What follows belongs to an exercise in optimizing a design on an open flow for small area and a short achievable clock period; a production flow would make more cautious choices. Function was checked by simulation only, so behaviour that the tests miss may differ from the original. Power and IR drop assume default switching activity.

==> design.v <==
module alu (
    input  logic [63:0] fwd,
    input  logic [63:0] opA,
    input  logic [63:0] opX,
    input  logic        fwdA,
    input  logic        selFp,
    input  logic        selFn,
    input  logic        selX,
    input  logic        arith,
    input  logic        andOp,
    input  logic        orrOp,
    input  logic        sub,
    output logic [63:0] result
);
  logic [63:0] a, b;
  logic [64:0] sum;
  assign a = fwdA ? fwd : opA;
  assign b = ({64{selFp}} & fwd) | ({64{selFn}} & ~fwd) | ({64{selX}} & opX);
  assign sum = {a, sub} + {b, sub};
  assign result = ({64{arith}} & sum[64:1]) | ({64{andOp}} & a & b) | ({64{orrOp}} & (a | b));
endmodule
module processor_arm #(
    parameter N = 64
) (
    input logic CLOCK_50,
    reset,
    output logic [N-1:0] DM_writeData,
    DM_addr,
    output logic DM_writeEnable,
    output logic DM_readEnable,
    input logic [N-1:0] DM_readData,
    output logic [N-1:0] IM_addr,
    input logic [31:0] IM_readData
);
  logic clk;
  assign clk = CLOCK_50;
  logic [63:2] pc;
  logic isLDUR, isSTUR, isCBZ, isMOVZ, isADD, isSUB, isAND, isORR;
  logic [23:21] opD;
  logic [20:0] fldD;
  logic [4:0] rmD;
  logic bypRawA, bypRawB;   
  logic [63:2] pcD;
  logic regWriteE, memReadE, memWriteE, branchE;
  logic fwdAE, fwdBE, selBFpE, selBFnE, selBXE, andE, orrE, subE, arithE;
  logic [4:0] rdE;
  logic [63:0] opAE, opBE, opXE;
  logic regWriteM, memReadM, memWriteM, takenM, loadWbM;
  logic [4:0] rdM;
  logic [63:0] aluM, wdM;
  logic [30:0][63:0] R;
  logic [30:0] valid;
  logic stall;
  always_ff @(posedge clk or posedge reset)
    if (reset) pc <= '0;
    else if (!stall) pc <= takenM ? aluM[63:2] : pc + 62'd1;
  assign IM_addr = {pc, 2'b00};
  logic [10:0] opF;
  logic isSTURF, isCBZF, isMOVZF;
  assign opF = IM_readData[31:21];
  assign isSTURF = opF == 11'b11111000000;
  assign isCBZF = opF[10:3] == 8'b10110100;
  assign isMOVZF = opF[10:2] == 9'b110100101;
  always_ff @(posedge clk or posedge reset)
    if (reset) begin
      isLDUR <= 1'b0;
      isSTUR <= 1'b0;
      isCBZ  <= 1'b0;
      isMOVZ <= 1'b0;
      isADD  <= 1'b0;
      isSUB  <= 1'b0;
      isAND  <= 1'b0;
      isORR  <= 1'b0;
    end else if (!stall) begin
      isLDUR <= opF == 11'b11111000010;
      isSTUR <= isSTURF;
      isCBZ  <= isCBZF;
      isMOVZ <= isMOVZF;
      isADD  <= opF == 11'b10001011000;
      isSUB  <= opF == 11'b11001011000;
      isAND  <= opF == 11'b10001010000;
      isORR  <= opF == 11'b10101010000;
    end
  logic [4:0] rnNext, rmNext;
  assign rnNext = stall ? fldD[9:5] : IM_readData[9:5];
  assign rmNext = stall ? rmD :
      (isSTURF || isCBZF || isMOVZF) ? IM_readData[4:0] : IM_readData[20:16];
  always_ff @(posedge clk)
    if (!stall) begin
      opD  <= IM_readData[23:21];
      fldD <= IM_readData[20:0];
      pcD  <= pc;
    end
  always_ff @(posedge clk) rmD <= rmNext;
  always_ff @(posedge clk or posedge reset)
    if (reset) begin
      bypRawA <= 1'b0;
      bypRawB <= 1'b0;
    end else begin
      bypRawA <= regWriteE && rdE != 5'd31 && rdE == rnNext;
      bypRawB <= regWriteE && rdE != 5'd31 && rdE == rmNext;
    end
  logic isR;
  assign isR = isADD | isSUB | isAND | isORR;
  logic [4:0] rnD, rdD;
  assign rnD = fldD[9:5];
  assign rdD = fldD[4:0];
  assign stall = memReadE && (rnD == rdE || rmD == rdE);
  logic [63:0] wbM;
  logic weRF;
  assign wbM  = loadWbM ? DM_readData : aluM;
  assign weRF = regWriteM && rdM != 5'd31;
  logic noRegA, bypA, bypB;
  logic [30:0] selA, selB;
  logic [63:0] rdA, rdB;
  logic [4:0] lowA, lowB;
  assign noRegA = isCBZ | isMOVZ;
  assign bypA = bypRawA && !noRegA;
  assign bypB = bypRawB;
  logic noRegNext;
  logic [30:0] validNext, selANext, selBNext;
  logic [4:0] lowANext, lowBNext;
  assign noRegNext = stall ? noRegA : (isCBZF || isMOVZF);
  for (genvar k = 0; k < 31; k++) begin : g_sel
    assign validNext[k] = valid[k] || (weRF && rdM == 5'(k));
    assign selANext[k]  = rnNext == 5'(k) && validNext[k] && !noRegNext;
    assign selBNext[k]  = rmNext == 5'(k) && validNext[k];
  end
  logic [31:0] validNext32;
  assign validNext32 = {1'b1, validNext};   
  assign lowANext = (!validNext32[rnNext] && !noRegNext) ? rnNext : 5'd0;
  assign lowBNext = !validNext32[rmNext] ? rmNext : 5'd0;
  always_ff @(posedge clk) begin
    selA <= selANext;
    selB <= selBNext;
    lowA <= lowANext;
    lowB <= lowBNext;
  end
  logic [63:0] treeA, treeB;
  always_comb begin
    treeA = {64{isCBZ}} & {pcD, 2'b00};
    treeB = '0;
    for (int k = 0; k < 31; k++) begin
      treeA = treeA | ({64{selA[k]}} & R[k]);
      treeB = treeB | ({64{selB[k]}} & R[k]);
    end
    treeA[4:0] = treeA[4:0] | lowA;
    treeB[4:0] = treeB[4:0] | lowB;
  end
  assign rdA = ({64{bypA && loadWbM}} & DM_readData) | ({64{bypA && !loadWbM}} & aluM) |
               ({64{!bypA}} & treeA);
  assign rdB = ({64{bypB && loadWbM}} & DM_readData) | ({64{bypB && !loadWbM}} & aluM) |
               ({64{!bypB}} & treeB);
  logic [63:0] immD;
  always_comb
    if (isMOVZ) immD = {48'd0, fldD[20:5]} << {opD[22:21], 4'd0};
    else if (isCBZ) immD = {{43{opD[23]}}, opD[23:21], fldD[20:5], 2'b00};
    else immD = {{55{fldD[20]}}, fldD[20:12]};
  always_ff @(posedge clk or posedge reset)
    if (reset) begin
      regWriteE <= 1'b0;
      memReadE  <= 1'b0;
      memWriteE <= 1'b0;
      branchE   <= 1'b0;
    end else begin
      regWriteE <= !stall && (isLDUR || isR || isMOVZ);
      memReadE  <= !stall && isLDUR;
      memWriteE <= !stall && isSTUR;
      branchE   <= !stall && isCBZ;
    end
  always_ff @(posedge clk) begin
    fwdAE   <= regWriteE && rdE != 5'd31 && rdE == rnD && !noRegA;
    fwdBE   <= regWriteE && rdE != 5'd31 && rdE == rmD;
    selBFpE <= (isADD || isAND || isORR) && regWriteE && rdE != 5'd31 && rdE == rmD;
    selBFnE <= isSUB && regWriteE && rdE != 5'd31 && rdE == rmD;
    selBXE  <= !(isR && regWriteE && rdE != 5'd31 && rdE == rmD);
    arithE  <= !(isAND || isORR);
    andE    <= isAND;
    orrE    <= isORR;
    subE    <= isSUB;
    rdE     <= rdD;
    opAE    <= rdA;
    opBE    <= rdB;
    opXE    <= isR ? (isSUB ? ~rdB : rdB) : immD;
  end
  logic [63:0] bfE, resE;
  assign bfE = fwdBE ? aluM : opBE;
  alu ALU (
      .fwd   (aluM),
      .opA   (opAE),
      .opX   (opXE),
      .fwdA  (fwdAE),
      .selFp (selBFpE),
      .selFn (selBFnE),
      .selX  (selBXE),
      .arith (arithE),
      .andOp (andE),
      .orrOp (orrE),
      .sub   (subE),
      .result(resE)
  );
  always_ff @(posedge clk or posedge reset)
    if (reset) begin
      regWriteM <= 1'b0;
      loadWbM   <= 1'b0;
      memReadM  <= 1'b0;
      memWriteM <= 1'b0;
      takenM    <= 1'b0;
    end else begin
      regWriteM <= regWriteE;
      loadWbM   <= memReadE && rdE != 5'd31;   
      memReadM  <= memReadE;
      memWriteM <= memWriteE;
      takenM    <= branchE && bfE == 64'd0;
    end
  always_ff @(posedge clk) begin
    rdM  <= rdE;
    aluM <= resE;
    wdM  <= bfE;
  end
  assign DM_addr = aluM;
  assign DM_writeData = wdM;
  assign DM_writeEnable = memWriteM;
  assign DM_readEnable = memReadM;
  for (genvar k = 0; k < 31; k++) begin : g_rf
    always_ff @(posedge clk) if (weRF && rdM == 5'(k)) R[k] <= wbM;
    always_ff @(posedge clk or posedge reset)
      if (reset) valid[k] <= 1'b0;
      else valid[k] <= validNext[k];
  end
endmodule
==> flow/run.sh <==
#!/bin/bash
# Layout flow: the standard ORFS flow (standard.sh) with these changes:
#  - synthesis keeps the ALU (alu.sv, no registers) as its own module until the end,
#    maps it with ABC's delay-driven "map" (flow/abc_alu.script), and maps the rest with
#    flow/abc_top.script; the design is flattened afterwards as usual (synth_recipe.tcl),
#    so the registers are the standard synthesis's;
#  - input and output ports are buffered with buf_4;
#  - timing repair aims at a setup margin of 5.3 ns.
# ORFS writes each tool's log under orfs/logs; make's own output goes to flow.log.
set -euo pipefail
here=$(pwd)
rm -rf "$here/scripts_mod"
cp -r "$FLOW_HOME/scripts" "$here/scripts_mod"
python3 "$here/flow/patch_synth.py" "$here/scripts_mod/synth.tcl"
bash standard.sh \
  SCRIPTS_DIR="$here/scripts_mod" \
  SYNTH_HIERARCHICAL=1 \
  FAST_ABC_MODULES=alu \
  FAST_ABC_SCRIPT="$here/flow/abc_alu.script" \
  TOP_ABC_SCRIPT="$here/flow/abc_top.script" \
  BUFFER_PORTS_ARGS="-buffer_cell sky130_fd_sc_hd__buf_4" \
  SETUP_SLACK_MARGIN=5.3 \
  finish > "$here/flow.log" 2>&1
==> flow/abc_alu.script <==
strash
dch
map -D 1000
buffer -c
topo
stime -c
upsize -c
dnsize -c
==> flow/abc_top.script <==
&get -n
&st
&dch
&nf
&put
buffer -c
topo
stime -c
upsize -c
dnsize -c
==> flow/patch_synth.py <==
# Patch ORFS synth.tcl (copy) so that the modules in FAST_ABC_MODULES are mapped with
# FAST_ABC_SCRIPT and the top module with TOP_ABC_SCRIPT, instead of one ABC run for all.
import sys
p = sys.argv[1]
s = open(p).read()
old = """  log_cmd abc {*}$abc_args
} else {"""
new = """  if { [env_var_exists_and_non_empty FAST_ABC_MODULES] } {
    set map_args [lrange $abc_args 2 end]
    foreach m $::env(FAST_ABC_MODULES) {
      log_cmd abc -script $::env(FAST_ABC_SCRIPT) {*}$map_args $m
    }
    log_cmd abc -script $::env(TOP_ABC_SCRIPT) {*}$map_args $::env(DESIGN_NAME)
  } else {
    log_cmd abc {*}$abc_args
  }
} else {"""
assert s.count(old) == 1
open(p, 'w').write(s.replace(old, new))
==> standard.sh <==
#!/bin/bash
# synth_recipe.tcl (not shown) runs the flow's synth.tcl, then flattens the netlist and writes it again
# the make line also repeats each setting of config.mk as NAME=value (left out here)
make -C /OpenROAD-flow-scripts/flow DESIGN_CONFIG=/design/flow/config.mk WORK_HOME=/design/flow/orfs CLKGATE_MAP_FILE= SYNTH_SCRIPT=/design/flow/synth_recipe.tcl "${@:-finish}"
==> config.mk <==
export PLATFORM = sky130hd
export DESIGN_NAME = processor_arm
export DESIGN_NICKNAME = processor_arm
export VERILOG_FILES = /design/flow/design.v
export SDC_FILE = /design/flow/constraint.sdc
export NUM_CORES = 8
export LEC_CHECK = 0
export CAP_MARGIN = 20
export CORE_MARGIN = 2
export CORE_UTILIZATION = 45
export CTS_CLUSTER_DIAMETER = 100
export CTS_CLUSTER_SIZE = 20
export PLACE_DENSITY = 0.55
export SETUP_SLACK_MARGIN = 5
export SLEW_MARGIN = 20
==> constraint.sdc <==
create_clock -name core_clock -period 8.5 [get_ports {CLOCK_50}]
set_input_delay 1.7000 -clock core_clock [delete_from_list [all_inputs] [get_ports {CLOCK_50}]]
set_output_delay 1.7000 -clock core_clock [all_outputs]
set_load 0.01 [all_outputs]
==> results.py, run 1 <==
metrics = {
    "critical_path": {
        "cp.required_ns": 8.93,
        "start_kind": "register",
        "end_kind": "register",
        "crit_type": "reg2reg",
        "arrival_ns": 3.84,
        "crit_fanout": 33,
    },
    "yosys": {
        "yosysWarnings": 7,
        "syn_avg_cell_area_um2": 12.7,
        "synth_edf_count": 2070,
        "ys_top_cells_by_area": "edfxtp_1, dfxtp_1, a222oi_1, a22oi_1, nand2_1",
        "synth-async-reset-ratio": 0.0431,
        "ys_ff_latch": 2598,
        "synth_area_leader_cell": "edfxtp_1",
        "synth_cell_type_count": 87,
        "netlist_instances": 8818,
        "ys_seq_area_frac": 0.657,
        "synth_area_mm2": 0.112,
        "netlist.area_leader.share": 0.557,
        "ys.flop_type": "edfxtp_1",
    },
    "die": {
        "die_y_um": 502,
        "die_area_mm2": 0.252,
        "start_util": 0.453,
        "core_mm2": 0.246,
        "io_pins": 292,
        "die_w_um": 502,
        "rows": 182,
    },
    "layout": {
        "layout_commonest_cell": "edfxtp_1",
        "final-seq-area_mm2": 0.0739,
        "multi_input_area_mm2": 0.0377,
        "fillCellCount": 21000,
        "layout_common_cells": "edfxtp_1, a222oi_1, nand2_1",
        "fin_util": 0.528,
        "area_delta_synth_final_pct": 16.6,
        "finalNetCount": 9472,
        "post-route-cell-area_mm2": 0.130,
        "drive_above_1_share": 0.207,
    },
    "sta": {
        "final_max_slew_viol_count": 0,
        "max_freq_mhz": 293,
        "post-route-period-util": 0.401,
        "tns_ns": 0,
        "tightestPinTransition_ns": 1.26,
        "slew_headroom": 0.150,
        "final-setup-viol-count": 0,
        "rsz0062_at_grt": "yes",
        "skew_ns": 0.0602,
        "hold_violations": 0,
        "min_period_ns": 3.41,
    },
    "route": {
        "drtIter0Drc": 20200,
        "drt-pass1-iter-count": 14,
        "final_antenna_net_count": 0,
        "drt-total-wl_mm": 585,
        "wl_per_cell_um": 46.2,
        "drc": 0,
        "num_vias": 94000,
        "via_per_inst": 7.42,
    },
    "worst_hold_path": {
        "hold_path_class": "reg2reg",
    },
    "flow_run": {
        "maxCapViolations": 0,
    },
    "placement": {
        "gp_congestion": 1.05,
        "place_area_mm2": 0.119,
        "port_buffers": 289,
        "dp_hpwl_mm": 363,
    },
    "clock_network": {
        "clockBufferDepth": 3,
        "cts.clk_slew.worst_paths_ns": 0.09,
        "clk_latency_ns": 0.91,
        "cts_made_buffers": 152,
        "htreeDepth": 4,
        "cts_root_buf": "clkbuf_16",
        "cts_tree": "done",
        "numClockSinks": 2598,
        "cts.hold.buffers_added": 0,
    },
    "global_route": {
        "grt_overflow_total": 0,
        "antenna_found_initial": 58,
        "grt_usage": 0.449,
        "grt_pass1_wl_mm": 764,
        "grt_pass1_vias": 86700,
        "grt_max_degree": 92,
    },
    "power_and_ir_drop": {
        "powerDensity_mw_per_mm2": 182,
        "power_leakage_uw": 0.0450,
        "ir_drop_mv": 0.170,
    },
    "run_status": {
        "outcome": "timing/DRC/antenna clean",
    },
}
==> flip-flops by register name (all words and copies together) (netlist names), 31 cells and up <==
| signal | cells |
|---|---|
| R | 1984 |
| aluM | 64 |
| opAE | 64 |
| opBE | 64 |
| opXE | 64 |
| wdM | 64 |
| pcD | 62 |
| pc | 62 |
| selA | 31 |
| selB | 31 |
| valid | 31 |
==> final timing paths <==
kind,from,endpoint,slack (ns),cells after the start
hold reg to reg,fldD[1],rdE[1],0.35,0
setup reg to reg,loadWbM,R[1363],5.09,3
hold / removal,fldD[1],rdE[1],0.35,0
setup / recovery,loadWbM,R[1363],5.09,3
max in group asynchronous,reset,pc[54],6.21,3
min in group asynchronous,reset,valid[29],0.96,2
==> worst max-delay path, cell delays in order (launching register included) <==
cell and delay, ns:
dfrtp_4 0.79, buf_6 0.58, mux2i_1 0.82, inv_1 0.69
==> synth_stat cells (all sizes together) (7+ instances only) <==
cell	count
dfrtp	112
o22ai	21
o21ai	306
o32a	7
a22o	67
nand2	819
mux2	75
a21boi	12
a31oi	80
a211oi	9
nand3	299
xnor2	47
nand4	314
nor3	202
a21oi	435
mux2i	144
xor2	43
o221ai	26
o21a	10
and3	7
a221oi	106
o21bai	12
ha	128
and4	11
and2	14
clkbuf	444
a21o	8
buf	196
dfxtp	416
nor2	429
o211ai	43
nor2b	15
o2111ai	10
inv	419
edfxtp	2070
a221o	7
a22oi	543
nor4	77
a222oi	781
==> modules after synthesis, one instance, submodules excluded <==
| module | cell area, µm² | flip-flops and latches | copies in the design | cells |
|---|---|---|---|---|
| alu | 9170 | 0 | 1 | 1740 |
| processor_arm | 102000 | 2598 | 1 | 7078 |
==> routing by layer <==
metal | GRT usage | up-vias | wire length, µm
met3 | 0.214 | 2026 | 94600
met1 | 0.533 | 47000 | 197000
met4 | 0.294 | 32 | 46000
li1 | - | 36300 | -
met5 | 0 | - | 215
met2 | 0.650 | 8633 | 247000
==> power by group <==
group | switching, µW | total [µW] | internal (µW) | leakage [µW]
Combinational | 1150 | 1630 | 486 | 0.0191
Clock | 4430 | 7890 | 3460 | 0.00211
Sequential | 239 | 14200 | 13900 | 0.0238
==> area by class of cell <==
class / count / area share
antenna: 29 / 0.000558
clock buffer: 210 / 0.0317
clock inverter: 19 / 0.00190
inverter: 422 / 0.0129
multi-input combinational: 5166 / 0.290
sequential: 2598 / 0.568
tap: 3312 / 0.0319
timing repair buffer: 890 / 0.0619
timing repair inverter: 15 / 0.000798
==> stage by stage <==
step | cells | total power (µW) | setup WS, ns | hold WS, ns
2_1_floorplan | 8819 | 14900 | 4.56 | 0.323
3_3_place_gp | 12100 | 15600 | 3.66 | 0.331
3_5_place_dp | 12100 | 15600 | 3.77 | 0.327
4_1_cts | 12500 | 23400 | 4.97 | 0.347
5_1_grt | 12600 | 24100 | 5.07 | 0.362
6_report | 12700 | 23700 | 5.09 | 0.350
==> cells by family (layout without fill, tap and decap cells) <==
| group | after synthesis | count (layout) | synth area share |
|---|---|---|---|
| xor+xnor | 90 | 90 | 0.00707 |
| buf+inv | 1062 | 1556 | 0.0362 |
| mux | 219 | 220 | 0.0205 |
| other cells | 1 | 31 | 0.0000336 |
| compound gates | 2506 | 2507 | 0.172 |
| flops | 2598 | 2598 | 0.657 |
| fa+ha+maj | 129 | 129 | 0.0145 |
| simple gates | 2213 | 2218 | 0.0924 |
==> timing repair <==
| item | in CTS | in global routing |
|---|---|---|
| cloned | 14 | 17 |
| endpoints found under the hold margin | 0 | 0 |
| pin swaps | 47 | 80 |
| setup endpoints to repair | 1374 | 959 |
| resized for setup | 576 | 458 |
| setup buffers | 197 | 114 |
==> run 2, diff against run 1 <==
--- a/flow/run.sh
+++ b/flow/run.sh
@@ -6,5 +6,5 @@
 #    so the registers are the standard synthesis's;
 #  - input and output ports are buffered with buf_4;
-#  - timing repair aims at a setup margin of 5.3 ns.
+#  - timing repair aims at a setup margin of 5.15 ns.
 # ORFS writes each tool's log under orfs/logs; make's own output goes to flow.log.
 set -euo pipefail
@@ -20,4 +20,4 @@
   TOP_ABC_SCRIPT="$here/flow/abc_top.script" \
   BUFFER_PORTS_ARGS="-buffer_cell sky130_fd_sc_hd__buf_4" \
-  SETUP_SLACK_MARGIN=5.3 \
+  SETUP_SLACK_MARGIN=5.15 \
   finish > "$here/flow.log" 2>&1
--- a/config.mk
+++ b/config.mk
@@ -6,5 +6,5 @@
 export NUM_CORES = 8
 export LEC_CHECK = 0
-export CAP_MARGIN = 20
+export CAP_MARGIN = 30
 export CORE_MARGIN = 2
 export CORE_UTILIZATION = 45
@@ -13,3 +13,3 @@
 export PLACE_DENSITY = 0.55
 export SETUP_SLACK_MARGIN = 5
-export SLEW_MARGIN = 20
+export SLEW_MARGIN = 40
==> run 2 against run 1 <==
Effect of this change: flip-flop and latch count unchanged; register-to-register slack got worse by 0.10 ns; setup slack got worse by 0.10 ns; combinational power decreased by 13%.
==> results.py, run 2 <==
metrics = {
    "run_status": {
        "outcome": "timing/DRC/antenna clean",
    },
    "route": {
        "drt-total-wl_mm": 575,
        "final_antenna_net_count": 0,
        "drt-pass1-iter-count": 14,
        "wl_per_cell_um": 46.1,
        "num_vias": 92100,
        "via_per_inst": 7.37,
        "drtIter0Drc": 19200,
        "drc": 0,
    },
    "flow_run": {
        "maxCapViolations": 0,
    },
    "critical_path": {
        "arrival_ns": 4.27,
        "path_common_cell": "buf_4",
        "slowest_stage": "dfxtp_4",
        "crit_fanout": 21,
        "critPathMaxStageDelay_ns": 0.67,
        "cp.required_ns": 9.25,
        "end_kind": "register",
        "crit_type": "reg2reg",
        "start_kind": "register",
        "crit_path_cell_trace": "buf_4, buf_4, a222oi_1, nand3_1, nor4_2, a21oi_2, mux2i_2, o21ai_0",
    },
    "global_route": {
        "grt_max_degree": 94,
        "grt_usage": 0.445,
        "grt_pass1_vias": 86600,
        "grt_overflow_total": 0,
        "antenna_found_initial": 61,
        "grt_pass1_wl_mm": 759,
    },
    "clock_network": {
        "clockBufferDepth": 3,
        "htreeDepth": 4,
        "cts.clk_slew.worst_paths_ns": 0.09,
        "cts_root_buf": "clkbuf_16",
        "cts_tree": "done",
        "clk_latency_ns": 0.91,
        "numClockSinks": 2598,
        "cts_made_buffers": 154,
    },
    "layout": {
        "drive_above_1_share": 0.181,
        "final_cells": 12500,
        "regMostFlops": "R",
        "largest_reg_flops": 1984,
        "fin_util": 0.517,
        "layout_commonest_cell": "edfxtp_1",
        "layout_common_cells": "edfxtp_1, nand2_1, a222oi_1",
        "area_delta_synth_final_pct": 14.1,
        "finalNetCount": 9287,
    },
    "yosys": {
        "synth_commonest_cells": "edfxtp_1, nand2_1, a222oi_1",
        "yosysWarnings": 7,
        "netlist_instances": 8818,
        "synth_cell_type_count": 87,
        "netlist.area_leader.share": 0.557,
        "ys_seq_area_frac": 0.657,
        "synth.most_common_cell": "edfxtp_1",
        "synth_area_mm2": 0.112,
        "synth_edf_count": 2070,
        "ys_top_cells_by_area": "edfxtp_1, dfxtp_1, a222oi_1, a22oi_1, nand2_1",
        "ys_ff_latch": 2598,
        "synth-async-reset-ratio": 0.0431,
        "synth_area_leader_cell": "edfxtp_1",
        "ys.flop_type": "edfxtp_1",
        "syn_avg_cell_area_um2": 12.7,
    },
    "sta": {
        "final-setup-viol-count": 0,
        "skew_ns": 0.0485,
        "post-route-period-util": 0.413,
        "hold_violations": 0,
        "tightestPinTransition_ns": 1.03,
        "max_freq_mhz": 285,
        "slew_headroom": 0.305,
        "rsz0062_at_grt": "yes",
        "min_period_ns": 3.51,
        "tns_ns": 0,
        "final_max_slew_viol_count": 0,
    },
    "power_and_ir_drop": {
        "total_power_uw": 23700,
        "power_leakage_uw": 0.0438,
        "powerDensity_mw_per_mm2": 186,
        "ir_drop_mv": 0.204,
    },
    "placement": {
        "port_buffers": 289,
        "gp_congestion": 1.02,
        "dp_hpwl_mm": 373,
        "place_inst": 12100,
    },
    "die": {
        "die_w_um": 502,
        "die_y_um": 502,
        "die_area_mm2": 0.252,
        "io_pins": 292,
        "core_mm2": 0.246,
        "start_util": 0.453,
        "rows": 182,
    },
    "worst_hold_path": {
        "hold_path_class": "reg2reg",
    },
}
==> run 2: cell count changes in the layout (fill, tap and decap cells not counted), sizes merged <==
cell,change
buf,-172
clkinvlp,-12
clkinv,+10
diode,+4
and2,-2
clkbuf,+2
nor2,-1
o21a,-1
==> run 2: final cells by class <==
type	count	area, µm²
Antenna cell	33	82.6
Clock buffer	213	4170
Clock inverter	27	410
Fill cell	21100	119000
Inverter	422	1640
Multi-Input combinational cell	5162	36700
Sequential cell	2598	73800
Tap cell	3312	4140
Timing Repair Buffer	717	6270
Timing Repair inverter	5	37.5
==> run 2: layer usage <==
| layer | vias to the layer above | part of all wire | global-route usage |
|---|---|---|---|
| li1 | 35900 | - | - |
| met1 | 46200 | 0.34 | 0.533 |
| met2 | 7929 | 0.42 | 0.646 |
| met3 | 1977 | 0.15 | 0.197 |
| met4 | 32 | 0.079 | 0.290 |
| met5 | - | 0.00079 | 0.00733 |
==> run 2: power breakdown <==
group	internal, µW	total [µW]	switching (µW)
Sequential	13900	14200	315
Combinational	381	1420	1040
Clock	3560	8080	4520
==> run 2: stage by stage <==
step | hold slack (ns) | instance area, µm² | setup WS [ns]
after detailed placement | 0.327 | 119000 | 3.77
after CTS | 0.346 | 126000 | 5.12
after floorplan | 0.323 | 112000 | 4.59
final | 0.346 | 127000 | 4.99
after global routing | 0.354 | 127000 | 5.05
after global placement | 0.327 | 119000 | 3.75
==> run 2: critical path: cells and delay by family (launching register included) <==
family          cells  cell delay (ns)
flops               1             0.67
compound gates      3             0.84
buf+inv             2             1.08
simple gates        2             0.31
mux                 1             0.42
==> run 2: final timing paths <==
kind / start / end / slack (ns) / depth (start not counted)
max in group asynchronous: reset / pc[41] / 6.42 / 4
worst min register to register: fldD[4] / rdE[4] / 0.35 / 0
worst max register to register: selB[21] / opXE[34] / 4.99 / 8
min in group asynchronous: reset / valid[17] / 0.84 / 2
worst min-delay path: fldD[4] / rdE[4] / 0.35 / 0
worst max-delay path: selB[21] / opXE[34] / 4.99 / 8
==> run 2: Yosys stat by module, one instance, submodules excluded <==
module	area, µm²	flops+latches	times used
processor_arm	102000	2598	1
alu	9170	0	1
==> run 2: what timing repair did <==
item	CTS	global route
endpoints found under the setup margin	709	371
gates cloned	7	8
pin swaps	24	43
buffers inserted	84	37
hold buffers	0	0
resized for setup	309	248
endpoints found under the hold margin	0	0
==> run 2: kinds of logic after synthesis <==
group / Yosys count / synth area share
flops: 2598 / 0.657
compound gates: 2506 / 0.172
xor+xnor: 90 / 0.00707
other cells: 1 / 0.0000336
mux: 219 / 0.0205
buf+inv: 1062 / 0.0362
simple gates: 2213 / 0.0924
fa+ha+maj: 129 / 0.0145
==> run 3, diff against run 2 <==
--- a/flow/run.sh
+++ b/flow/run.sh
@@ -6,5 +6,5 @@
 #    so the registers are the standard synthesis's;
 #  - input and output ports are buffered with buf_4;
-#  - timing repair aims at a setup margin of 5.15 ns.
+#  - timing repair aims at a setup margin of 5.6 ns.
 # ORFS writes each tool's log under orfs/logs; make's own output goes to flow.log.
 set -euo pipefail
@@ -20,4 +20,4 @@
   TOP_ABC_SCRIPT="$here/flow/abc_top.script" \
   BUFFER_PORTS_ARGS="-buffer_cell sky130_fd_sc_hd__buf_4" \
-  SETUP_SLACK_MARGIN=5.15 \
+  SETUP_SLACK_MARGIN=5.6 \
   finish > "$here/flow.log" 2>&1
==> run 3 against run 2 <==
Effect of this change: flip-flop and latch count stayed put; total power is 1.7% higher; utilization is 4.9 points higher; non-clock buffer count is 569 higher; setup slack better by 0.052 ns; synthesized cell count stayed put; combinational power is 41% higher; cell area is 9.5% higher; critical endpoint is now IM_addr[26]; fmax is 1.5% higher; first-iteration DRC count is 14% higher; cell count is 4.7% higher; critical path type is now reg2out; count of clock-buffer cells in the layout is 6 lower.
==> results.py, run 3 <==
metrics = {
    "layout": {
        "area_delta_synth_final_pct": 24.9,
        "finalNetCount": 9879,
        "layout_commonest_cell": "edfxtp_1",
        "final_cells": 13100,
        "layout_common_cells": "edfxtp_1, a222oi_1, buf_4",
        "largest_reg_flops": 1984,
        "drive_above_1_share": 0.294,
        "regMostFlops": "R",
    },
    "yosys": {
        "yosysWarnings": 7,
        "ys_seq_area_frac": 0.657,
        "ys.flop_type": "edfxtp_1",
        "synth_area_leader_cell": "edfxtp_1",
        "netlist_instances": 8818,
        "ys_top_cells_by_area": "edfxtp_1, dfxtp_1, a222oi_1, a22oi_1, nand2_1",
        "synth.most_common_cell": "edfxtp_1",
        "synth_commonest_cells": "edfxtp_1, nand2_1, a222oi_1",
        "netlist.area_leader.share": 0.557,
        "syn_avg_cell_area_um2": 12.7,
        "synth_cell_type_count": 87,
        "synth_area_mm2": 0.112,
        "synth_edf_count": 2070,
        "ys_ff_latch": 2598,
        "synth-async-reset-ratio": 0.0431,
    },
    "route": {
        "drc": 0,
        "drt-total-wl_mm": 646,
        "final_antenna_net_count": 0,
        "via_per_inst": 7.59,
        "wl_per_cell_um": 49.4,
        "drt-pass1-iter-count": 14,
        "drtIter0Drc": 21900,
        "num_vias": 99300,
    },
    "clock_network": {
        "cts_tree": "done",
        "cts.hold.buffers_added": 0,
        "cts.clk_slew.worst_paths_ns": 0.09,
        "htreeDepth": 4,
        "clk_latency_ns": 0.90,
        "cts_root_buf": "clkbuf_16",
        "clockBufferDepth": 3,
        "cts_made_buffers": 152,
        "numClockSinks": 2598,
    },
    "die": {
        "start_util": 0.453,
        "die_y_um": 502,
        "core_mm2": 0.246,
        "io_pins": 292,
        "die_w_um": 502,
        "die_area_mm2": 0.252,
        "rows": 182,
    },
    "critical_path": {
        "cp_top_family": "flip-flops",
        "critPathMaxStageDelay_ns": 0.66,
        "end_kind": "primary output",
        "cp.required_ns": 6.80,
        "crit_fanout": 2,
        "crit_type": "reg2out",
        "slowest_stage": "dfrtp_4",
        "start_kind": "register",
        "crit_path_cell_trace": "buf_6",
        "arrival_ns": 1.76,
        "path_buf_inv": 1,
    },
    "sta": {
        "tightestPinTransition_ns": 1.03,
        "skew_ns": 0.0479,
        "max_freq_mhz": 289,
        "rsz0062_at_grt": "yes",
        "post-route-period-util": 0.407,
        "hold_violations": 0,
        "slew_headroom": 0.313,
        "min_period_ns": 3.46,
        "final_max_slew_viol_count": 0,
        "final-setup-viol-count": 0,
        "tns_ns": 0,
    },
    "power_and_ir_drop": {
        "powerDensity_mw_per_mm2": 173,
        "ir_drop_mv": 0.204,
        "power_leakage_uw": 0.0487,
    },
    "worst_hold_path": {
        "hold_path_class": "reg2reg",
    },
    "global_route": {
        "antenna_found_initial": 72,
        "grt_pass1_vias": 91100,
        "grt_usage": 0.489,
        "grt_pass1_wl_mm": 824,
        "grt_max_degree": 92,
        "grt_overflow_total": 0,
    },
    "placement": {
        "dp_hpwl_mm": 371,
        "port_buffers": 289,
        "place_inst": 12100,
        "gp_congestion": 1.01,
    },
    "run_status": {
        "outcome": "timing/DRC/antenna clean",
    },
    "flow_run": {
        "maxCapViolations": 0,
    },
}
run 3: kinds of logic (layout without fill, tap and decap cells):
family	after synthesis	in the layout	share of synthesized area
XOR/XNOR	90	90	0.00707
buffers and inverters	1062	1965	0.0362
adder cells (fa/ha/maj)	129	129	0.0145
AO/OA/AOI/OAI	2506	2506	0.172
flip-flops	2598	2598	0.657
other	1	38	0.0000336
AND/OR/NAND/NOR	2213	2216	0.0924
multiplexers	219	220	0.0205
run 3: routing by layer:
metal	part of all wire	track usage	wire [µm]
met3	0.18	0.259	117000
met1	0.32	0.571	207000
met2	0.40	0.669	256000
met5	0.0014	0.00772	877
met4	0.10	0.381	64300
run 3: final timing paths:
path | from | end | slack [ns] | cells after the start
setup / recovery | pc[26] | IM_addr[26] | 5.04 | 1
hold / removal | fldD[0] | rdE[0] | 0.35 | 0
setup reg to reg | pc[13] | pc[58] | 5.12 | 12
hold reg to reg | fldD[0] | rdE[0] | 0.35 | 0
max in group asynchronous | reset | pc[30] | 6.55 | 3
min in group asynchronous | reset | valid[17] | 0.78 | 2
run 3: layout make-up:
| cell class | instances | area, µm² |
|---|---|---|
| Sequential cell | 2598 | 74000 |
| Timing Repair Buffer | 1286 | 13800 |
| Tap cell | 3312 | 4140 |
| Inverter | 422 | 1750 |
| Fill cell | 20000 | 107000 |
| Antenna cell | 36 | 90.1 |
| Clock buffer | 207 | 4100 |
| Multi-Input combinational cell | 5163 | 41000 |
| Timing Repair inverter | 29 | 200 |
| Clock inverter | 21 | 279 |
run 3: Yosys stat by module (local to each module, per instance):
module	cell area, µm²	flops+latches	times used	cells
processor_arm	102000	2598	1	7078
alu	9170	0	1	1740
run 3: repair_timing:
| action | CTS | global route |
|---|---|---|
| endpoints found under the setup margin | 2711 | 1630 |
| cloned | 37 | 22 |
| pin swaps | 189 | 293 |
| setup buffers | 450 | 223 |
| gates resized for setup | 1524 | 643 |
run 3: report_power, final:
part | total, µW | switching, µW | leakage (µW) | internal, µW
combinational | 2000 | 1360 | 0.0228 | 645
sequential | 14200 | 243 | 0.0238 | 13900
clock | 7960 | 4480 | 0.00211 | 3470
total | 24100 | 6090 | 0.0487 | 18000
run 3: per-stage QoR:
stage               hold WS (ns)  cell area, µm²  power [µW]  setup WS (ns)   util
global route               0.356          139000       24500           5.04  0.566
global placement           0.328          119000       15600           3.67  0.482
CTS                        0.350          134000       23700           5.15  0.545
detailed placement         0.330          120000       15700           3.65  0.486
finish                     0.353          139000       24100           5.04  0.566
floorplan                  0.323          112000       14900           4.61      -
==> run 4, diff against run 3 <==
--- a/flow/run.sh
+++ b/flow/run.sh
@@ -6,5 +6,5 @@
 #    so the registers are the standard synthesis's;
 #  - input and output ports are buffered with buf_4;
-#  - timing repair aims at a setup margin of 5.6 ns.
+#  - timing repair aims at a setup margin of 5.45 ns.
 # ORFS writes each tool's log under orfs/logs; make's own output goes to flow.log.
 set -euo pipefail
@@ -20,4 +20,4 @@
   TOP_ABC_SCRIPT="$here/flow/abc_top.script" \
   BUFFER_PORTS_ARGS="-buffer_cell sky130_fd_sc_hd__buf_4" \
-  SETUP_SLACK_MARGIN=5.6 \
+  SETUP_SLACK_MARGIN=5.45 \
   finish > "$here/flow.log" 2>&1
==> run 4 against run 3 <==
Effect of this change: largest power group unchanged; clock skew is 0.015 ns higher; clock power hardly changed; synthesized area stayed put; flip-flop and latch count stayed put; cell count is 1.3% lower; sequential share of layout area is 1.4 points higher; critical endpoint is now IM_addr[21].
==> results.py, run 4 <==
metrics = {
    "yosys": {
        "netlist_instances": 8818,
        "yosysWarnings": 7,
        "netlist.area_leader.share": 0.557,
        "synth_area_leader_cell": "edfxtp_1",
        "ys_top_cells_by_area": "edfxtp_1, dfxtp_1, a222oi_1, a22oi_1, nand2_1",
        "syn_avg_cell_area_um2": 12.7,
        "synth_edf_count": 2070,
        "ys.flop_type": "edfxtp_1",
        "synth-async-reset-ratio": 0.0431,
        "synth_area_mm2": 0.112,
        "synth_commonest_cells": "edfxtp_1, nand2_1, a222oi_1",
        "ys_ff_latch": 2598,
        "synth.most_common_cell": "edfxtp_1",
        "synth_cell_type_count": 87,
        "ys_seq_area_frac": 0.657,
    },
    "global_route": {
        "grt_usage": 0.480,
        "grt_overflow_total": 0,
        "grt_pass1_wl_mm": 807,
        "grt_max_degree": 87,
        "antenna_found_initial": 66,
        "grt_pass1_vias": 89400,
    },
    "critical_path": {
        "critPathMaxStageDelay_ns": 0.61,
        "crit_fanout": 2,
        "r2r-end": "opAE[57]",
        "crit_path_cell_trace": "buf_6",
        "slowest_stage": "dfrtp_4",
        "cp_top_family": "flip-flops",
        "crit_type": "reg2out",
        "start_kind": "register",
        "path_buf_inv": 1,
        "r2r_slack_ns": 5.17,
        "rr_startpoint": "selA[21]",
        "arrival_ns": 1.71,
        "end_kind": "primary output",
        "cp.required_ns": 6.80,
        "rr_worst_depth": 6,
    },
    "route": {
        "drc": 0,
        "drt-total-wl_mm": 631,
        "drt-pass1-iter-count": 13,
        "num_vias": 97800,
        "wl_per_cell_um": 48.9,
        "via_per_inst": 7.58,
        "final_antenna_net_count": 0,
        "drtIter0Drc": 21400,
    },
    "placement": {
        "place_ws_ns": 3.79,
        "gp_congestion": 1.05,
        "port_buffers": 289,
        "dp_hpwl_mm": 375,
    },
    "die": {
        "rows": 182,
        "die_w_um": 502,
        "io_pins": 292,
        "start_util": 0.453,
        "core_mm2": 0.246,
        "die_y_um": 502,
        "die_area_mm2": 0.252,
    },
    "layout": {
        "layout_commonest_cell": "edfxtp_1",
        "drive_above_1_share": 0.266,
        "area_delta_synth_final_pct": 21.6,
        "largest_reg_flops": 1984,
        "regMostFlops": "R",
        "layout_common_cells": "edfxtp_1, a222oi_1, buf_4",
        "finalNetCount": 9694,
    },
    "flow_run": {
        "maxCapViolations": 0,
    },
    "sta": {
        "min_period_ns": 3.41,
        "post-route-period-util": 0.401,
        "rsz0062_at_grt": "yes",
        "final-setup-viol-count": 0,
        "setup_slack_ns": 5.09,
        "skew_ns": 0.0626,
        "tns_ns": 0,
        "slew_headroom": 0.235,
        "final_max_slew_viol_count": 0,
        "tightestPinTransition_ns": 1.13,
        "hold_violations": 0,
        "max_freq_mhz": 294,
    },
    "clock_network": {
        "cts_tree": "done",
        "htreeDepth": 4,
        "cts_root_buf": "clkbuf_16",
        "cts.hold.buffers_added": 0,
        "cts_made_buffers": 152,
        "clockBufferDepth": 3,
        "cts.clk_slew.worst_paths_ns": 0.09,
        "clk_latency_ns": 0.90,
        "numClockSinks": 2598,
    },
    "power_and_ir_drop": {
        "switchingPower_uw": 5960,
        "pwr-share-seq": 0.590,
        "ir_drop_mv": 0.228,
        "switching_share": 0.248,
        "powerDensity_mw_per_mm2": 177,
        "p_comb_frac": 0.078,
        "p_int_uw": 18000,
        "power_frac_clock": 0.332,
        "power_leakage_uw": 0.0470,
    },
    "worst_hold_path": {
        "min_to": "rdE[4]",
        "hold_depth": 0,
        "holdCritStartpoint": "fldD[4]",
        "hold_path_class": "reg2reg",
    },
    "run_status": {
        "outcome": "timing/DRC/antenna clean",
    },
}
## run 4: repair_timing
action / CTS / global route
gates cloned: 35 / 12
resized for setup: 939 / 764
setup endpoints to repair: 2124 / 950
pin swaps: 66 / 252
buffers inserted: 295 / 204
## run 4: worst register-to-register path: cells and delay by family (launching register included)
| family | cells | cell delay [ns] |
|---|---|---|
| AOI/OAI and AO/OA | 2 | 0.75 |
| DFF | 1 | 0.79 |
| and+or+nand+nor | 2 | 0.24 |
| buffers and inverters | 2 | 1.35 |
## run 4: logic make-up (layout without fill, tap and decap cells)
family                     after synthesis  after routing  share of synthesized area
buffers and inverters                 1062           1781                     0.0362
DFF                                   2598           2598                      0.657
AOI/OAI and AO/OA                     2506           2506                      0.172
muxes                                  219            221                     0.0205
other                                    1             49                  0.0000336
and+or+nand+nor                       2213           2216                     0.0924
xor gates and xnor gates                90             90                    0.00707
adders and majority gates              129            129                     0.0145
## run 4: worst max-delay path by stage
stage / start / end / cells past startpoint
final: pc[21] / IM_addr[21] / 1
after global routing: IM_readData[25] / lowB[2] / 12
after CTS: fwdAE / aluM[52] / 14
after detailed placement: IM_readData[24] / lowB[0] / 11
after global placement: IM_readData[27] / lowB[0] / 11
after floorplan: IM_readData[25] / lowB[0] / 12
## run 4: final cells by class
type                    instances  area (µm²)
diodes                         47         118
inverters                     422        1720
repair inverters               26         173
fillers                     20300      110000
repair buffers               1103       11000
flip-flops and latches       2598       73900
multi-input cells            5164       40100
well taps                    3312        4140
clock buffers                 211        4200
clock inverters                19         245
## run 4: power groups by stage
| stage | Sequential [µW] | Combinational (µW) | Clock, µW |
|---|---|---|---|
| floorplan | 14300 | 547 | 0 |
| global placement | 14500 | 1140 | 0 |
| detailed placement | 14500 | 1170 | 0 |
| CTS | 14100 | 1550 | 7910 |
| global route | 14100 | 1900 | 8310 |
| finish | 14200 | 1870 | 7970 |
## run 4: per-layer routing
metal / vias to the layer above / global-route usage / share of wire
met1: 48700 / 0.552 / 0.32
met4: 44 / 0.384 / 0.10
met5: - / 0.00772 / 0.00071
li1: 36800 / - / -
met2: 9612 / 0.672 / 0.41
met3: 2733 / 0.241 / 0.17
## run 4: modules after synthesis (local to each module, per instance)
| module | times used | cell area, µm² | cells inside | flip-flops and latches |
|---|---|---|---|---|
| alu | 1 | 9170 | 1740 | 0 |
| processor_arm | 1 | 102000 | 7078 | 2598 |
## run 4: stage by stage
stage,area (µm²),instances,util,total power (µW),hold WS (ns)
after floorplan,112000,8819,-,14900,0.323
after global routing,136000,12900,0.551,24300,0.350
after global placement,119000,12100,0.483,15600,0.332
after detailed placement,120000,12100,0.486,15700,0.339
after CTS,130000,12600,0.530,23600,0.344
final,136000,12900,0.551,24000,0.337
==> run 5, diff against run 4 <==
--- a/flow/run.sh
+++ b/flow/run.sh
@@ -5,6 +5,6 @@
 #    flow/abc_top.script; the design is flattened afterwards as usual (synth_recipe.tcl),
 #    so the registers are the standard synthesis's;
-#  - input and output ports are buffered with buf_4;
-#  - timing repair aims at a setup margin of 5.45 ns.
+#  - input and output ports are buffered with buf_2;
+#  - timing repair aims at a setup margin of 5.3 ns.
 # ORFS writes each tool's log under orfs/logs; make's own output goes to flow.log.
 set -euo pipefail
@@ -19,5 +19,5 @@
   FAST_ABC_SCRIPT="$here/flow/abc_alu.script" \
   TOP_ABC_SCRIPT="$here/flow/abc_top.script" \
-  BUFFER_PORTS_ARGS="-buffer_cell sky130_fd_sc_hd__buf_4" \
-  SETUP_SLACK_MARGIN=5.45 \
+  BUFFER_PORTS_ARGS="-buffer_cell sky130_fd_sc_hd__buf_2" \
+  SETUP_SLACK_MARGIN=5.3 \
   finish > "$here/flow.log" 2>&1
--- a/config.mk
+++ b/config.mk
@@ -10,5 +10,5 @@
 export CORE_UTILIZATION = 45
 export CTS_CLUSTER_DIAMETER = 100
-export CTS_CLUSTER_SIZE = 20
+export CTS_CLUSTER_SIZE = 25
 export PLACE_DENSITY = 0.55
 export SETUP_SLACK_MARGIN = 5
==> run 5 against run 4 <==
Effect of this change: first-iteration DRC count shrank 3.4%; cell area shrank 4.9%; die area is the same; synthesized cell count is the same; setup slack lost 0.043 ns; still clean on timing, DRC and antenna; cell count shrank 1.8%; sequential power is essentially flat; clock skew shrank 0.022 ns; sequential share of layout area grew 2.8 points.
==> results.py, run 5 <==
metrics = {
    "yosys": {
        "ys_ff_latch": 2598,
        "synth_edf_count": 2070,
        "ys_seq_area_frac": 0.657,
        "yosysWarnings": 7,
        "synth-async-reset-ratio": 0.0431,
        "synth_commonest_cells": "edfxtp_1, nand2_1, a222oi_1",
        "synth.most_common_cell": "edfxtp_1",
        "synth_area_leader_cell": "edfxtp_1",
        "syn_avg_cell_area_um2": 12.7,
        "ys_top_cells_by_area": "edfxtp_1, dfxtp_1, a222oi_1, a22oi_1, nand2_1",
        "synth_area_mm2": 0.112,
        "netlist.area_leader.share": 0.557,
        "synth_cell_type_count": 87,
        "netlist_instances": 8818,
        "ys.flop_type": "edfxtp_1",
    },
    "die": {
        "rows": 182,
        "core_mm2": 0.246,
        "die_y_um": 502,
        "die_w_um": 502,
        "start_util": 0.453,
        "die_area_mm2": 0.252,
        "io_pins": 292,
    },
    "clock_network": {
        "cts_made_buffers": 120,
        "cts_root_buf": "clkbuf_16",
        "cts.clk_slew.worst_paths_ns": 0.11,
        "clockBufferDepth": 3,
        "cts.hold.buffers_added": 0,
        "clk_latency_ns": 0.86,
        "htreeDepth": 3,
        "numClockSinks": 2598,
        "cts_tree": "done",
    },
    "sta": {
        "rsz0062_at_grt": "yes",
        "slew_headroom": 0.327,
        "final_max_slew_viol_count": 0,
        "post-route-period-util": 0.406,
        "min_period_ns": 3.45,
        "hold_violations": 0,
        "tns_ns": 0,
        "skew_ns": 0.0406,
        "max_freq_mhz": 290,
        "tightestPinTransition_ns": 1.01,
        "final-setup-viol-count": 0,
    },
    "layout": {
        "fillCellCount": 21000,
        "regMostFlops": "R",
        "largest_reg_flops": 1984,
        "area_delta_synth_final_pct": 15.7,
        "post-route-cell-area_mm2": 0.129,
        "fin_util": 0.524,
        "multi_input_area_mm2": 0.0379,
        "final-seq-area_mm2": 0.0739,
        "drive_above_1_share": 0.214,
        "finalNetCount": 9458,
        "layout_common_cells": "edfxtp_1, a222oi_1, nand2_1",
        "layout_commonest_cell": "edfxtp_1",
    },
    "route": {
        "final_antenna_net_count": 0,
        "drt-pass1-iter-count": 14,
        "drc": 0,
        "wl_per_cell_um": 46.7,
        "drtIter0Drc": 20700,
        "drt-total-wl_mm": 592,
        "num_vias": 94800,
        "via_per_inst": 7.49,
    },
    "power_and_ir_drop": {
        "powerDensity_mw_per_mm2": 177,
        "ir_drop_mv": 0.215,
        "p_int_uw": 17100,
        "power_leakage_uw": 0.0447,
        "total_power_uw": 22800,
        "power_frac_clock": 0.309,
        "switching_share": 0.249,
        "switchingPower_uw": 5680,
        "pwr-share-seq": 0.620,
        "p_comb_frac": 0.070,
    },
    "global_route": {
        "grt_pass1_vias": 87400,
        "grt_overflow_total": 0,
        "grt_usage": 0.454,
        "grt_pass1_wl_mm": 772,
        "grt_max_degree": 90,
        "antenna_found_initial": 50,
    },
    "placement": {
        "place_area_mm2": 0.119,
        "dp_hpwl_mm": 365,
        "port_buffers": 289,
        "gp_congestion": 1.06,
    },
    "flow_run": {
        "maxCapViolations": 0,
    },
    "critical_path": {
        "crit_fanout": 25,
        "rr_worst_depth": 8,
        "crit_path_cell_trace": "buf_4, buf_4, a22oi_1, nand4_1, nor2_1, nand3_1, nor3_1, a21oi_1",
        "arrival_ns": 4.11,
        "critPathMaxStageDelay_ns": 0.70,
        "cp.required_ns": 9.16,
        "start_kind": "register",
        "slowest_stage": "dfxtp_4",
        "path_common_cell": "buf_4",
        "crit_type": "reg2reg",
        "end_kind": "register",
    },
    "worst_hold_path": {
        "hold_depth": 0,
        "hold_path_class": "reg2reg",
    },
    "run_status": {
        "outcome": "timing/DRC/antenna clean",
    },
}
[run 5: cell counts after synthesis]
Identical to the previous run, type by type.
[run 5: final cells by class]
cell class,count,share of cell area
flip-flops and latches,2598,0.573
repair buffers,917,0.0603
multi-input cells,5164,0.293
well taps,3312,0.0321
diodes,40,0.000776
clock buffers,181,0.0256
repair inverters,8,0.000388
clock inverters,23,0.00216
inverters,422,0.0128
[run 5: worst paths after layout]
path                            startpoint   endpoint  slack (ns)
worst max-delay path              selA[14]   opAE[13]        5.05
worst min-delay path               fldD[1]     rdE[1]        0.35
worst max register to register    selA[14]   opAE[13]        5.05
worst min register to register     fldD[1]     rdE[1]        0.35
max in group asynchronous            reset     pc[38]        6.18
min in group asynchronous            reset  valid[22]        0.95
[run 5: Yosys stat by module (local to each module, per instance)]
module / area (µm²) / copies in the design / cells
alu: 9170 / 1 / 1740
processor_arm: 102000 / 1 / 7078
[run 5: worst max-delay path: cells and delay by family (launching register included)]
kind / cells / cell delay (ns)
simple gates: 4 / 0.38
flops: 1 / 0.70
buf+inv: 2 / 1.30
compound gates: 2 / 0.78
[run 5: kinds of logic (layout without fill, tap and decap cells)]
logic type      count (synthesis)  in the layout  share of synthesized area
flops                        2598           2598                      0.657
compound gates               2506           2506                      0.172
simple gates                 2213           2217                     0.0924
buf+inv                      1062           1551                     0.0362
mux                           219            220                     0.0205
fa+ha+maj                     129            129                     0.0145
xor+xnor                       90             90                    0.00707
other cells                     1             42                  0.0000336
[run 5: repair_timing]
| item | in CTS | in global routing |
|---|---|---|
| endpoints found under the hold margin | 0 | 0 |
| resized for setup | 558 | 406 |
| pin swaps | 43 | 99 |
| gates cloned | 15 | 8 |
| endpoints found under the setup margin | 1510 | 320 |
| buffers inserted | 197 | 124 |
[run 5: per-layer routing]
layer  GRT usage  vias to the layer above  share of wire
met5     0.00810                        -        0.00097
met1       0.546                    47400           0.34
met3       0.216                     2152           0.17
met2       0.638                     8923           0.41
li1            -                    36300              -
met4       0.313                       32          0.086
[run 5: stage by stage]
stage	setup WS, ns	hold WS [ns]	instances
3_3_place_gp	3.75	0.333	12100
6_report	5.05	0.352	12700
2_1_floorplan	4.56	0.323	8819
4_1_cts	5.13	0.354	12500
5_1_grt	5.06	0.372	12600
3_5_place_dp	3.71	0.330	12100
[run 5: power groups by stage]
stage          logic [µW]  clock network [µW]  registers [µW]
4_1_cts              1370                7000           14100
5_1_grt              1640                7420           14100
3_3_place_gp         1090                   0           14500
6_report             1600                7060           14200
2_1_floorplan         543                   0           14300
3_5_place_dp         1120                   0           14500
==> run 6, diff against run 5 <==
--- a/design.v
+++ b/design.v
@@ -40,5 +40,6 @@
   logic [20:0] fldD;
   logic [4:0] rmD;
-  logic bypRawA, bypRawB;   
+  logic cbzA;   
+  logic bypLdA, bypAluA, keepA, bypLdB, bypAluB, keepB;
   logic [63:2] pcD;
   logic regWriteE, memReadE, memWriteE, branchE;
@@ -91,14 +92,7 @@
       fldD <= IM_readData[20:0];
       pcD  <= pc;
+      cbzA <= isCBZF;
     end
   always_ff @(posedge clk) rmD <= rmNext;
-  always_ff @(posedge clk or posedge reset)
-    if (reset) begin
-      bypRawA <= 1'b0;
-      bypRawB <= 1'b0;
-    end else begin
-      bypRawA <= regWriteE && rdE != 5'd31 && rdE == rnNext;
-      bypRawB <= regWriteE && rdE != 5'd31 && rdE == rmNext;
-    end
   logic isR;
   assign isR = isADD | isSUB | isAND | isORR;
@@ -111,11 +105,9 @@
   assign wbM  = loadWbM ? DM_readData : aluM;
   assign weRF = regWriteM && rdM != 5'd31;
-  logic noRegA, bypA, bypB;
+  logic noRegA;
   logic [30:0] selA, selB;
   logic [63:0] rdA, rdB;
   logic [4:0] lowA, lowB;
   assign noRegA = isCBZ | isMOVZ;
-  assign bypA = bypRawA && !noRegA;
-  assign bypB = bypRawB;
   logic noRegNext;
   logic [30:0] validNext, selANext, selBNext;
@@ -131,5 +123,14 @@
   assign lowANext = (!validNext32[rnNext] && !noRegNext) ? rnNext : 5'd0;
   assign lowBNext = !validNext32[rmNext] ? rmNext : 5'd0;
+  logic hitA, hitB;
+  assign hitA = regWriteE && rdE != 5'd31 && rdE == rnNext && !noRegNext;
+  assign hitB = regWriteE && rdE != 5'd31 && rdE == rmNext;
   always_ff @(posedge clk) begin
+    bypLdA  <= hitA && memReadE;
+    bypAluA <= hitA && !memReadE;
+    keepA   <= !hitA;
+    bypLdB  <= hitB && memReadE;
+    bypAluB <= hitB && !memReadE;
+    keepB   <= !hitB;
     selA <= selANext;
     selB <= selBNext;
@@ -139,5 +140,5 @@
   logic [63:0] treeA, treeB;
   always_comb begin
-    treeA = {64{isCBZ}} & {pcD, 2'b00};
+    treeA = {64{cbzA}} & {pcD, 2'b00};
     treeB = '0;
     for (int k = 0; k < 31; k++) begin
@@ -148,8 +149,6 @@
     treeB[4:0] = treeB[4:0] | lowB;
   end
-  assign rdA = ({64{bypA && loadWbM}} & DM_readData) | ({64{bypA && !loadWbM}} & aluM) |
-               ({64{!bypA}} & treeA);
-  assign rdB = ({64{bypB && loadWbM}} & DM_readData) | ({64{bypB && !loadWbM}} & aluM) |
-               ({64{!bypB}} & treeB);
+  assign rdA = ({64{bypLdA}} & DM_readData) | ({64{bypAluA}} & aluM) | ({64{keepA}} & treeA);
+  assign rdB = ({64{bypLdB}} & DM_readData) | ({64{bypAluB}} & aluM) | ({64{keepB}} & treeB);
   logic [63:0] immD;
   always_comb
--- a/flow/run.sh
+++ b/flow/run.sh
@@ -5,5 +5,5 @@
 #    flow/abc_top.script; the design is flattened afterwards as usual (synth_recipe.tcl),
 #    so the registers are the standard synthesis's;
-#  - input and output ports are buffered with buf_2;
+#  - input and output ports are buffered with buf_4;
 #  - timing repair aims at a setup margin of 5.3 ns.
 # ORFS writes each tool's log under orfs/logs; make's own output goes to flow.log.
@@ -19,5 +19,5 @@
   FAST_ABC_SCRIPT="$here/flow/abc_alu.script" \
   TOP_ABC_SCRIPT="$here/flow/abc_top.script" \
-  BUFFER_PORTS_ARGS="-buffer_cell sky130_fd_sc_hd__buf_2" \
+  BUFFER_PORTS_ARGS="-buffer_cell sky130_fd_sc_hd__buf_4" \
   SETUP_SLACK_MARGIN=5.3 \
   finish > "$here/flow.log" 2>&1
==> flow/abc_top.script (replaced) <==
strash
dch
map -D 1500
buffer -c
topo
stime -c
upsize -c
dnsize -c
--- a/config.mk
+++ b/config.mk
@@ -6,10 +6,10 @@
 export NUM_CORES = 8
 export LEC_CHECK = 0
-export CAP_MARGIN = 30
+export CAP_MARGIN = 20
 export CORE_MARGIN = 2
 export CORE_UTILIZATION = 45
 export CTS_CLUSTER_DIAMETER = 100
-export CTS_CLUSTER_SIZE = 25
+export CTS_CLUSTER_SIZE = 20
 export PLACE_DENSITY = 0.55
 export SETUP_SLACK_MARGIN = 5
-export SLEW_MARGIN = 40
+export SLEW_MARGIN = 25
==> run 6 against run 5 <==
Effect of this change: setup slack got worse by 0.039 ns; hold slack improved by 0.0057 ns; sequential power barely moved; critical endpoint is now opXE[19]; still clean.
==> results.py, run 6 <==
metrics = {
    "run_status": {
        "outcome": "timing/DRC/antenna clean",
    },
    "route": {
        "num_vias": 109000,
        "drt-total-wl_mm": 715,
        "drc": 0,
        "drt-pass1-iter-count": 9,
        "drtIter0Drc": 23100,
        "wl_per_cell_um": 50.0,
        "final_antenna_net_count": 0,
        "via_per_inst": 7.62,
    },
    "power_and_ir_drop": {
        "ir_drop_mv": 0.263,
        "powerDensity_mw_per_mm2": 175,
        "power_leakage_uw": 0.0487,
    },
    "critical_path": {
        "cp-startpoint": "selB[0]",
        "r2r-end": "opXE[19]",
        "cp.required_ns": 9.22,
        "worstSetupEndpoint": "opXE[19]",
        "crit_type": "reg2reg",
        "slowest_stage": "nand4_1",
        "path_buf_inv": 2,
        "path_depth": 11,
        "end_kind": "register",
        "crit_path_cell_trace": "buf_12, clkinvlp_4, nor2_1, a221oi_2, nand4_1, a2111oi_4, nand4_1, nand2_2, o221ai_4, nand3_1, o211ai_1",
        "r2r_slack_ns": 5.01,
        "path_common_cell": "nand4_1",
        "critPathMaxStageDelay_ns": 0.90,
        "start_kind": "register",
        "rr_startpoint": "selB[0]",
        "arrival_ns": 4.20,
        "cp_top_family": "simple AND/OR/NAND/NOR gates",
        "rr_worst_depth": 11,
        "crit_fanout": 6,
    },
    "sta": {
        "max_freq_mhz": 287,
        "final-setup-viol-count": 0,
        "skew_ns": 0.0644,
        "tightestPinTransition_ns": 1.31,
        "min_period_ns": 3.49,
        "tns_ns": 0,
        "holdWs_ns": 0.358,
        "final_max_slew_viol_count": 0,
        "post-route-period-util": 0.410,
        "slew_headroom": 0.126,
        "rsz0062_at_grt": "yes",
        "hold_violations": 0,
    },
    "global_route": {
        "grtUsageMet3": 0.265,
        "grtUsageMet2": 0.712,
        "grt_pass1_vias": 96000,
        "busiest_layer": "met2",
        "met1_usage": 0.626,
        "grt_pass1_wl_mm": 907,
        "antenna_found_initial": 90,
        "grt_max_degree": 111,
        "grt_overflow_total": 0,
        "grt_usage": 0.520,
    },
    "yosys": {
        "ys.flop_type": "edfxtp_1",
        "ys_top_cells_by_area": "edfxtp_1, a22oi_1, dfxtp_1, nand2_1, inv_1",
        "netlist_instances": 10200,
        "yosysWarnings": 7,
        "syn_avg_cell_area_um2": 11.3,
        "synth_commonest_cells": "edfxtp_1, nand2_1, a22oi_1",
        "ys_seq_area_frac": 0.635,
        "ys_ff_latch": 2603,
        "synth_edf_count": 2071,
        "netlist.area_leader.share": 0.538,
        "synth.most_common_cell": "edfxtp_1",
        "synth_area_mm2": 0.116,
        "synth-async-reset-ratio": 0.0423,
        "synth_area_leader_cell": "edfxtp_1",
        "synth_cell_type_count": 76,
    },
    "clock_network": {
        "cts.clk_slew.worst_paths_ns": 0.09,
        "cts.hold.buffers_added": 0,
        "cts_made_buffers": 156,
        "htreeDepth": 4,
        "numClockSinks": 2603,
        "cts_tree": "done",
        "cts_root_buf": "clkbuf_16",
        "clockBufferDepth": 3,
        "clk_latency_ns": 0.89,
    },
    "layout": {
        "multi_input_area_mm2": 0.0410,
        "final-seq-area_mm2": 0.0739,
        "drive_above_1_share": 0.199,
        "finalNetCount": 11000,
        "fillCellCount": 22300,
        "regMostFlops": "R",
        "layout_commonest_cell": "edfxtp_1",
        "largest_reg_flops": 1984,
        "area_delta_synth_final_pct": 18.9,
        "layout_common_cells": "edfxtp_1, nand2_1, a22oi_1",
    },
    "die": {
        "io_pins": 292,
        "rows": 186,
        "start_util": 0.451,
        "die_w_um": 511,
        "core_mm2": 0.256,
        "die_area_mm2": 0.261,
        "die_y_um": 511,
    },
    "placement": {
        "port_buffers": 289,
        "dp_hpwl_mm": 432,
        "gp_congestion": 1.05,
    },
    "worst_hold_path": {
        "hold_path_class": "reg2reg",
    },
    "flow_run": {
        "maxCapViolations": 0,
    },
}
==> run 6: cell types whose count changed after synthesis, sizes merged, moves of 61 or more <==
| cell | before | now |
|---|---|---|
| mux2i | 144 | 3 |
| a22oi | 543 | 1351 |
| a21oi | 435 | 351 |
| mux2 | 75 | 0 |
| inv | 419 | 789 |
| o211ai | 43 | 104 |
| o21ai | 306 | 562 |
| o221ai | 26 | 124 |
| a221oi | 106 | 218 |
| a222oi | 781 | 0 |
| nor3 | 202 | 62 |
| nand4 | 314 | 392 |
| nand2 | 819 | 1442 |
| nor2 | 429 | 569 |
==> run 6: kinds of logic after synthesis <==
logic type / after synthesis / synth area share
compound gates: 3092 / 0.188
xor+xnor: 39 / 0.00296
flops: 2603 / 0.635
buf+inv: 1430 / 0.0468
other cells: 1 / 0.0000325
mux: 3 / 0.000260
simple gates: 2924 / 0.112
fa+ha+maj: 129 / 0.0140
==> run 6: worst min path at each step <==
stage	slack (ns)	from	depth (start not counted)	endpoint
CTS	0.36	memWriteE	0	memWriteM
global route	0.37	memWriteE	0	memWriteM
finish	0.36	memWriteE	0	memWriteM
global placement	0.34	memWriteE	0	memWriteM
floorplan	0.32	fldD[0]	0	rdE[0]
detailed placement	0.34	memWriteE	0	memWriteM
==> run 6: per-stage QoR <==
stage,instances,cell area (µm²),setup WS [ns],power [µW],util
after detailed placement,13600,124000,4.26,15800,0.484
after floorplan,10200,116000,5.09,14900,-
after CTS,14000,133000,5.10,23700,0.519
after global placement,13600,124000,3.79,15700,0.483
after global routing,14200,137000,5.07,24400,0.536
final,14300,137000,5.01,24100,0.537
==> run 6: power breakdown <==
part	internal [µW]	leakage [µW]	switching, µW	total (µW)
sequential	14000	0.0238	248	14200
combinational	539	0.0227	1170	1710
clock	3500	0.00221	4680	8180
total	18000	0.0487	6100	24100
==> run 6: final cells by class <==
cell class              count  area share
well taps                3384      0.0308
diodes                     87     0.00159
flip-flops and latches   2603       0.538
clock buffers             200      0.0300
repair buffers           1020      0.0750
inverters                 797      0.0225
multi-input cells        6191       0.299
clock inverters            29     0.00319
==> run 6: timing repair <==
action                     CTS  global route
setup endpoints to repair  631           421
setup buffers              195           162
cloned                      16            13
pin swaps                   79           155
gates resized for setup    586           565
==> run 6: modules after synthesis, one instance, submodules excluded <==
| module | flops+latches | times used |
|---|---|---|
| alu | 0 | 1 |
| processor_arm | 2603 | 1 |
==> run 6: layer usage <==
| layer | vias up | routed length, µm |
|---|---|---|
| met4 | 57 | 70100 |
| met2 | 12100 | 280000 |
| met5 | - | 1340 |
| li1 | 40000 | - |
| met1 | 53700 | 238000 |
| met3 | 3324 | 125000 |
==> run 7, diff against run 6 <==
--- a/config.mk
+++ b/config.mk
@@ -6,5 +6,5 @@
 export NUM_CORES = 8
 export LEC_CHECK = 0
-export CAP_MARGIN = 20
+export CAP_MARGIN = 30
 export CORE_MARGIN = 2
 export CORE_UTILIZATION = 45
@@ -13,3 +13,3 @@
 export PLACE_DENSITY = 0.55
 export SETUP_SLACK_MARGIN = 5
-export SLEW_MARGIN = 25
+export SLEW_MARGIN = 40
==> run 7 against run 6 <==
Effect of this change: hold slack hardly changed; largest power group unchanged; critical path type unchanged; largest cell class unchanged; fmax is 1.6% higher; synthesized cell count did not move; synthesized area unchanged.
==> results.py, run 7 <==
metrics = {
    "yosys": {
        "synth_edf_count": 2071,
        "synth_commonest_cells": "edfxtp_1, nand2_1, a22oi_1",
        "synth.most_common_cell": "edfxtp_1",
        "ys.flop_type": "edfxtp_1",
        "ys_ff_latch": 2603,
        "syn_avg_cell_area_um2": 11.3,
        "synth_area_leader_cell": "edfxtp_1",
        "ys_top_cells_by_area": "edfxtp_1, a22oi_1, dfxtp_1, nand2_1, inv_1",
        "yosysWarnings": 7,
        "ys_seq_area_frac": 0.635,
        "netlist_instances": 10200,
    },
    "critical_path": {
        "end_kind": "register",
        "critPathMaxStageDelay_ns": 0.76,
        "path_buf_inv": 3,
        "crit_type": "reg2reg",
        "cp.required_ns": 9.20,
        "slowest_stage": "nand4_1",
        "arrival_ns": 4.14,
        "start_kind": "register",
        "cp_top_family": "simple AND/OR/NAND/NOR gates",
        "crit_path_cell_trace": "buf_16, inv_4, buf_12, o2111ai_1, a2111oi_2, nand4_1, nand2_2, o221ai_2, nand3_1, o211ai_1",
    },
    "run_status": {
        "outcome": "timing/DRC/antenna clean",
    },
    "placement": {
        "dp_hpwl_mm": 433,
        "port_buffers": 289,
        "place_inst": 13600,
        "gp_congestion": 1.05,
    },
    "global_route": {
        "antenna_found_initial": 100,
        "grt_pass1_vias": 96800,
        "grt_max_degree": 111,
        "grt_usage": 0.521,
        "grt_pass1_wl_mm": 909,
    },
    "route": {
        "final_antenna_net_count": 0,
        "drt-pass1-iter-count": 8,
        "drtIter0Drc": 23900,
        "via_per_inst": 7.59,
        "drt-total-wl_mm": 712,
        "wl_per_cell_um": 50.0,
        "drc": 0,
    },
    "sta": {
        "rsz0062_at_grt": "yes",
        "tns_ns": 0,
        "final_max_slew_viol_count": 0,
        "max_freq_mhz": 291,
        "slew_headroom": 0.292,
        "holdWs_ns": 0.358,
        "hold_violations": 0,
        "tightestPinTransition_ns": 1.06,
        "skew_ns": 0.0598,
    },
    "power_and_ir_drop": {
        "powerDensity_mw_per_mm2": 177,
        "power_leakage_uw": 0.0485,
    },
    "layout": {
        "regMostFlops": "R",
        "largest_reg_flops": 1984,
        "layout_common_cells": "edfxtp_1, nand2_1, a22oi_1",
        "finalNetCount": 11000,
        "area_delta_synth_final_pct": 18.5,
        "drive_above_1_share": 0.194,
        "fin_util": 0.535,
    },
    "worst_hold_path": {
        "hold_path_class": "reg2reg",
    },
    "flow_run": {
        "maxCapViolations": 0,
    },
    "clock_network": {
        "htreeDepth": 4,
        "cts_tree": "done",
        "cts_root_buf": "clkbuf_16",
        "cts.clk_slew.worst_paths_ns": 0.09,
        "cts.hold.buffers_added": 0,
        "clockBufferDepth": 3,
        "clk_latency_ns": 0.89,
        "cts_made_buffers": 156,
    },
    "die": {
        "start_util": 0.451,
        "die_y_um": 511,
        "die_w_um": 511,
        "io_pins": 292,
        "rows": 186,
    },
}
## run 7: metrics by stage
stage	instance area, µm²	power [µW]	setup WS (ns)
2_1_floorplan	116000	14900	5.09
3_3_place_gp	124000	15700	3.79
3_5_place_dp	125000	15800	4.26
4_1_cts	134000	23800	5.18
5_1_grt	137000	24500	5.10
6_report	137000	24200	5.07
## run 7: cell families after synthesis
group / after synthesis / share of synthesized area
DFF: 2603 / 0.635
AOI/OAI and AO/OA: 3092 / 0.188
muxes: 3 / 0.000260
adders and majority gates: 129 / 0.0140
buffers and inverters: 1430 / 0.0468
and+or+nand+nor: 2924 / 0.112
other: 1 / 0.0000325
xor gates and xnor gates: 39 / 0.00296
## run 7: what timing repair did
item                                    CTS  global route
setup buffers                           205            92
resized for setup                       594           441
endpoints found under the setup margin  468           251
pin swaps                                72           124
gates cloned                             18             9
## run 7: area by class of cell
class	count	area (µm²)
diodes	71	178
clock buffers	194	4140
clock inverters	33	514
fillers	22300	119000
inverters	797	3080
multi-input cells	6191	40800
flip-flops and latches	2603	73900
well taps	3384	4230
repair buffers	985	9990
## run 7: modules after synthesis, one instance, submodules excluded
module         cells inside  copies in the design  flops+latches
alu                    1740                     1              0
processor_arm          8481                     1           2603
## run 7: routing by layer
metal / part of all wire / routed length (µm) / track usage
met1: 0.33 / 237000 / 0.623
met2: 0.39 / 276000 / 0.707
met3: 0.18 / 129000 / 0.274
met4: 0.098 / 69600 / 0.386
met5: 0.0016 / 1150 / 0.0104
## run 7: path summary, 6_finish.rpt
path | cells after the start | slack [ns] | from | end
min in group asynchronous | 3 | 0.87 | reset | isMOVZ
max reg2reg | 10 | 5.07 | selB[19] | opXE[38]
min reg2reg | 0 | 0.36 | memWriteE | memWriteM
min | 0 | 0.36 | memWriteE | memWriteM
max | 10 | 5.07 | selB[19] | opXE[38]
max in group asynchronous | 4 | 6.76 | reset | pc[51]
## run 7: report_power, final
| group | internal, µW | total [µW] | switching (µW) |
|---|---|---|---|
| clock | 3590 | 8300 | 4710 |
| combinational | 494 | 1670 | 1170 |
| sequential | 14000 | 14200 | 241 |
| total | 18000 | 24200 | 6120 |
